Background: an optimization exercise with open tools, aiming at small area and a short achievable clock period. Do not read the settings as production practice.
The RTL was checked by simulation tests, not by an equivalence proof against the original design.
No activity file was given, so power comes from the tool's default toggle rates.

## exp/tundra
// fp_multiplier
module fp_multiplier (
    input         sign,
    input         clk,
    input         rst,
    input  [16:0] a,
    input  [16:0] b,
    output [17:0] out,
    output reg    overflow,
    output reg    underflow
);
  wire [17:0] xa = {sign & a[16], a};
  wire [17:0] yb = {sign & b[16], b};
  wire [8:0] neg_d, one_d, two_d;
  wire [18:0] ybz = {yb, 1'b0};
  genvar gi;
  generate for (gi = 0; gi < 9; gi = gi + 1) begin : benc
    wire y2 = ybz[2*gi+2], y1 = ybz[2*gi+1], y0 = ybz[2*gi];
    assign neg_d[gi] = y2 & ~(y1 & y0);
    assign one_d[gi] = y1 ^ y0;
    assign two_d[gi] = (y2 & ~y1 & ~y0) | (~y2 & y1 & y0);
  end endgenerate
  reg [17:0] xr;
  reg [8:0] negr, oner, twor;
  reg s1;
  always @(posedge clk) begin
    xr <= xa; negr <= neg_d; oner <= one_d; twor <= two_d; s1 <= sign;
  end
  wire [4:0] r8sel = one_d[8] ? xa[4:0] : two_d[8] ? {xa[3:0], 1'b0} : 5'd0;
  wire [5:0] r8sum = {1'b0, r8sel ^ {5{neg_d[8]}}} + neg_d[8];
  reg [5:0] r8r;
  always @(posedge clk) r8r <= r8sum;
  wire pp1, pp2, pp3, pp4, pp5, pp6, pp7, pp8, pp9, pp10, pp11, pp12;
  wire pp13, pp14, pp15, pp16, pp17, pp18, pp19, pp20, pp21, pp22, pp23, pp24;
  wire pp25, pp26, pp27, pp28, pp29, pp30, pp31, pp32, pp33, pp34, pp35, pp36;
  wire pp37, pp38, pp39, pp40, pp41, pp42, pp43, pp44, pp45, pp46, pp47, pp48;
  wire pp49, pp50, pp51, pp52, pp53, pp54, pp55, pp56, pp57, pp58, pp59, pp60;
  wire pp61, pp62, pp63, pp64, pp65, pp66, pp67, pp68, pp69, pp70, pp71, pp72;
  wire pp73, pp74, pp75, pp76, pp77, pp78, pp79, pp80, pp81, pp82, pp83, pp84;
  wire pp85, pp86, pp87, pp88, pp89, pp90, pp91, pp92, pp93, pp94, pp95, pp96;
  wire pp97, pp98, pp99, pp100, pp101, pp102, pp103, pp104, pp105, pp106, pp107, pp108;
  wire pp109, pp110, pp111, pp112, pp113, pp114, pp115, pp116, pp117, pp118, pp119, pp120;
  wire pp121, pp122, pp123, pp124, pp125, pp126, pp127, pp128, pp129, pp130, pp131, pp132;
  wire pp133, pp134, pp135, pp136, pp137, pp138, pp139, pp140, pp141, pp142, pp143, pp144;
  wire pp145, pp146, pp147, pp148, pp149, pp150, pp151, pp152, pp153, pp154, pp155, pp156;
  wire pp157, pp158, pp159, pp160, pp161, pp162, pp163, pp164, pp165, pp166, s167, c168;
  wire s169, c170, s171, c172, s173, c174, s175, c176, s177, c178, s179, c180;
  wire s181, c182, s183, c184, s185, c186, s187, c188, s189, c190, s191, c192;
  ...
Settings: LEC_CHECK=0, CAP_MARGIN=20, CORE_MARGIN=2, CORE_UTILIZATION=40, SLEW_MARGIN=20, SYNTH_HIERARCHICAL=1; clock period 8.0 ns.
run.sh (not shown) runs the stock make flow with config.mk's settings and CLKGATE_MAP_FILE= SYNTH_SCRIPT=/design/flow/synth_recipe.tcl, a recipe that flattens the netlist after the stock synthesis.
[inputs] exp/xenon vs exp/tundra
# exp/tundra
export LEC_CHECK = 0
export CAP_MARGIN = 20
export CORE_MARGIN = 2
export CORE_UTILIZATION = 40
export SLEW_MARGIN = 20
export SYNTH_HIERARCHICAL = 1
create_clock -name core_clock -period 8.0 [get_ports {clk}]
# exp/xenon
export LEC_CHECK = 0
export CAP_MARGIN = 20
export CORE_MARGIN = 2
export CORE_UTILIZATION = 40
export SETUP_SLACK_MARGIN = 5
export SLEW_MARGIN = 20
export SYNTH_HIERARCHICAL = 1
create_clock -name core_clock -period 8.0 [get_ports {clk}]
==> flow/flow/run.sh (new file) <==
#!/bin/bash
# Standard layout, with a plain buffer (buf_1) on every input and output port,
# a clock tree of clkbuf_8 cells and no dummy clock loads.
set -euo pipefail
bash standard.sh "BUFFER_PORTS_ARGS=-buffer_cell sky130_fd_sc_hd__buf_1" \
  "CTS_ARGS=-sink_clustering_enable -repair_clock_nets -dont_use_dummy_load -buf_list sky130_fd_sc_hd__clkbuf_8" \
  finish > make_finish.log 2>&1
==> flow/standard.sh (new file) <==
#!/bin/bash
# synth_recipe.tcl (not shown) runs the flow's synth.tcl, then flattens the netlist and writes it again
# the make line also repeats each setting of config.mk as NAME=value (left out here)
make -C /OpenROAD-flow-scripts/flow DESIGN_CONFIG=/design/flow/config.mk WORK_HOME=/design/flow/orfs CLKGATE_MAP_FILE= SYNTH_SCRIPT=/design/flow/synth_recipe.tcl "${@:-finish}"
removed: flow/run.sh
Findings:
- Going from exp/tundra to exp/xenon, buffers plus inverters on the worst setup path grows by 1.
- Against exp/tundra as the reference, exp/xenon delivers a higher cell count.
- In exp/xenon the wire length of the first global-routing pass turned out 440 um higher than in exp/tundra.
- In the tables for exp/tundra and exp/xenon, sequential share of layout area reads higher with exp/xenon.
- Changes observed in exp/xenon relative to exp/tundra: worst-margin pin slew shrank by 0.34 ns, minimum clock period after layout shrank by 0.63 ns, final worst clock skew grew by 0.025 ns.
- Met2 demand-to-capacity share in global routing (exp/xenon over exp/tundra): increase, 0.57 points
- Worst-path maximum fanout down 11 in exp/xenon wrt exp/tundra
Edits applied to the flow inputs when going from exp/xenon to exp/quartz:
==> flow/flow/run.sh <==
#!/bin/bash
# Standard layout, with a plain buffer (buf_2) on every input and output port.
set -euo pipefail
bash standard.sh "BUFFER_PORTS_ARGS=-buffer_cell sky130_fd_sc_hd__buf_2" finish > make_finish.log 2>&1
==> results.txt <==
Timing, DRC, antenna: 0 failures across exp/quartz and exp/xenon. Reported for exp/quartz and exp/xenon, synthesized area turned out identical to the last digit. NOTE leakage power figure exp/xenon->exp/quartz increased by a little under 10%. | worst setup slack | higher: exp/quartz |. Fraction of cell area in non-clock buffers is lower on exp/xenon. met3 wirelength from detailed routing grows by a few percent when moving from exp/xenon to exp/quartz. There was hardly any difference in post-detailed-route DRC marker count between exp/xenon and exp/quartz. Between exp/quartz and exp/xenon, met1 wire length is lower for exp/xenon, exp/quartz comes in above that. exp/quartz vs. exp/xenon: average wire length per cell after detail routing went up about 0.6%, power in sequential cells held.
Here is what was changed in the inputs of exp/ember compared with exp/quartz.
# exp/quartz
export LEC_CHECK = 0
export CAP_MARGIN = 20
export CORE_MARGIN = 2
export CORE_UTILIZATION = 40
export SETUP_SLACK_MARGIN = 5
export SLEW_MARGIN = 20
export SYNTH_HIERARCHICAL = 1
create_clock -name core_clock -period 8.0 [get_ports {clk}]
# exp/ember
export LEC_CHECK = 0
export CAP_MARGIN = 20
export CORE_MARGIN = 2
export CORE_UTILIZATION = 40
export SETUP_SLACK_MARGIN = 4.9
export SLEW_MARGIN = 20
export SYNTH_HIERARCHICAL = 1
create_clock -name core_clock -period 8.0 [get_ports {clk}]
==> flow/flow/run.sh <==
#!/bin/bash
# Standard layout, with a plain buffer (buf_2) on every input and output port,
# a clock tree of clkbuf_8 cells and no dummy clock loads.
set -euo pipefail
bash standard.sh "BUFFER_PORTS_ARGS=-buffer_cell sky130_fd_sc_hd__buf_2" \
  "CTS_ARGS=-sink_clustering_enable -repair_clock_nets -dont_use_dummy_load -buf_list sky130_fd_sc_hd__clkbuf_8" \
  finish > make_finish.log 2>&1
==> results.txt <==
Sort exp/ember and exp/quartz by filler cell count in the final layout desc -> top: exp/ember. Re number of enable flip-flop cells after synthesis: no difference whatsoever between exp/quartz and exp/ember. Relative to exp/quartz, the wire length of exp/ember is lower by about 0.34%.
Inputs modified between exp/ember and exp/cedar:
# exp/ember
export LEC_CHECK = 0
export CAP_MARGIN = 20
export CORE_MARGIN = 2
export CORE_UTILIZATION = 40
export SETUP_SLACK_MARGIN = 4.9
export SLEW_MARGIN = 20
export SYNTH_HIERARCHICAL = 1
create_clock -name core_clock -period 8.0 [get_ports {clk}]
# exp/cedar
export LEC_CHECK = 0
export CAP_MARGIN = 20
export CORE_MARGIN = 2
export CORE_UTILIZATION = 40
export CTS_BUF_LIST = sky130_fd_sc_hd__clkbuf_4 sky130_fd_sc_hd__clkbuf_8
export CTS_CLUSTER_SIZE = 30
export SETUP_SLACK_MARGIN = 5
export SLEW_MARGIN = 20
export SYNTH_HIERARCHICAL = 1
create_clock -name core_clock -period 8.0 [get_ports {clk}]
==> flow/run.sh (new file) <==
#!/bin/bash
# synth_recipe.tcl (not shown) runs the flow's synth.tcl, then flattens the netlist and writes it again
# the make line also repeats each setting of config.mk as NAME=value (left out here)
make -C /OpenROAD-flow-scripts/flow DESIGN_CONFIG=/design/flow/config.mk WORK_HOME=/design/flow/orfs CLKGATE_MAP_FILE= SYNTH_SCRIPT=/design/flow/synth_recipe.tcl finish
removed: flow/flow/run.sh
removed: flow/standard.sh
### Flow results
Relative to exp/ember, global-route usage increased by 0.62 points in exp/cedar.
Final hold violation count came out exactly the same in exp/cedar and exp/ember.
Compared exp/cedar vs exp/ember, and delay contributed by the slowest stage of the critical path is up in exp/cedar.
#### Input delta (exp/zinc over exp/cedar)
# exp/cedar
export LEC_CHECK = 0
export CAP_MARGIN = 20
export CORE_MARGIN = 2
export CORE_UTILIZATION = 40
export CTS_BUF_LIST = sky130_fd_sc_hd__clkbuf_4 sky130_fd_sc_hd__clkbuf_8
export CTS_CLUSTER_SIZE = 30
export SETUP_SLACK_MARGIN = 5
export SLEW_MARGIN = 20
export SYNTH_HIERARCHICAL = 1
create_clock -name core_clock -period 8.0 [get_ports {clk}]
# exp/zinc
export LEC_CHECK = 0
export CAP_MARGIN = 20
export CORE_MARGIN = 2
export CORE_UTILIZATION = 40
export CTS_CLUSTER_DIAMETER = 150
export CTS_CLUSTER_SIZE = 60
export SETUP_SLACK_MARGIN = 5
export SLEW_MARGIN = 20
export SYNTH_HIERARCHICAL = 1
create_clock -name core_clock -period 8.0 [get_ports {clk}]
## What came out
- Lower internal reg-to-reg setup slack goes to exp/cedar over exp/zinc.
- [compare] base=exp/cedar new=exp/zinc: highest cell delay on the worst timing path moved down, maximum vdd drop moved up, via density per instance moved up, part of the total power dissipated in the clock network moved up.
- Relative to exp/cedar, proportion of power drawn by combinational gates has gone down in exp/zinc.
- Final worst-path cycle share in exp/zinc is 1.0 points lower than in exp/cedar
- Master of the slowest instance on the critical path: fa_1 -> exp/zinc, fa_2 -> exp/cedar
- Status: worst-margin pin slew parity (exp/zinc, exp/cedar)
- Of the two values seen for capturing element of the worst setup path, rb[7] was produced by exp/cedar and rb[4] by exp/zinc.

-- static timing again, ports no longer ideal --
How much do the figures lean on ideal ports? The routed layouts below were timed once more, with nothing changed but the port constraints.
Step 1: set_driving_cell puts a clkbuf_16 on clk and a buf_2 on each other input, an assumption about the parent block.
Step 2 also shifts input and output timing later by t, the mid clock arrival at the registers, as if the neighbouring blocks saw the same clock.
Slacks: ideal ports / drivers / drivers and shift; pairs: ideal ports / drivers.
run	shift t [ns]	setup slack, ns	worst setup path after step 2
exp/tundra	0.477	4.337 / 4.337 / 4.337	register to register
exp/xenon	0.481	4.963 / 4.963 / 4.871	input to register
exp/quartz	0.468	5.036 / 5.036 / 4.887	input to register
exp/ember	0.474	4.974 / 4.974 / 4.861	input to register
exp/cedar	0.496	4.883 / 4.883 / 4.601	input to register
exp/zinc	0.464	4.966 / 4.966 / 4.659	input to register
After both steps setup and hold are still met in every run listed. For exp/zinc, which loses most, drivers alone change the setup slack by 0.000 ns; drivers and shift together by -0.307 ns.
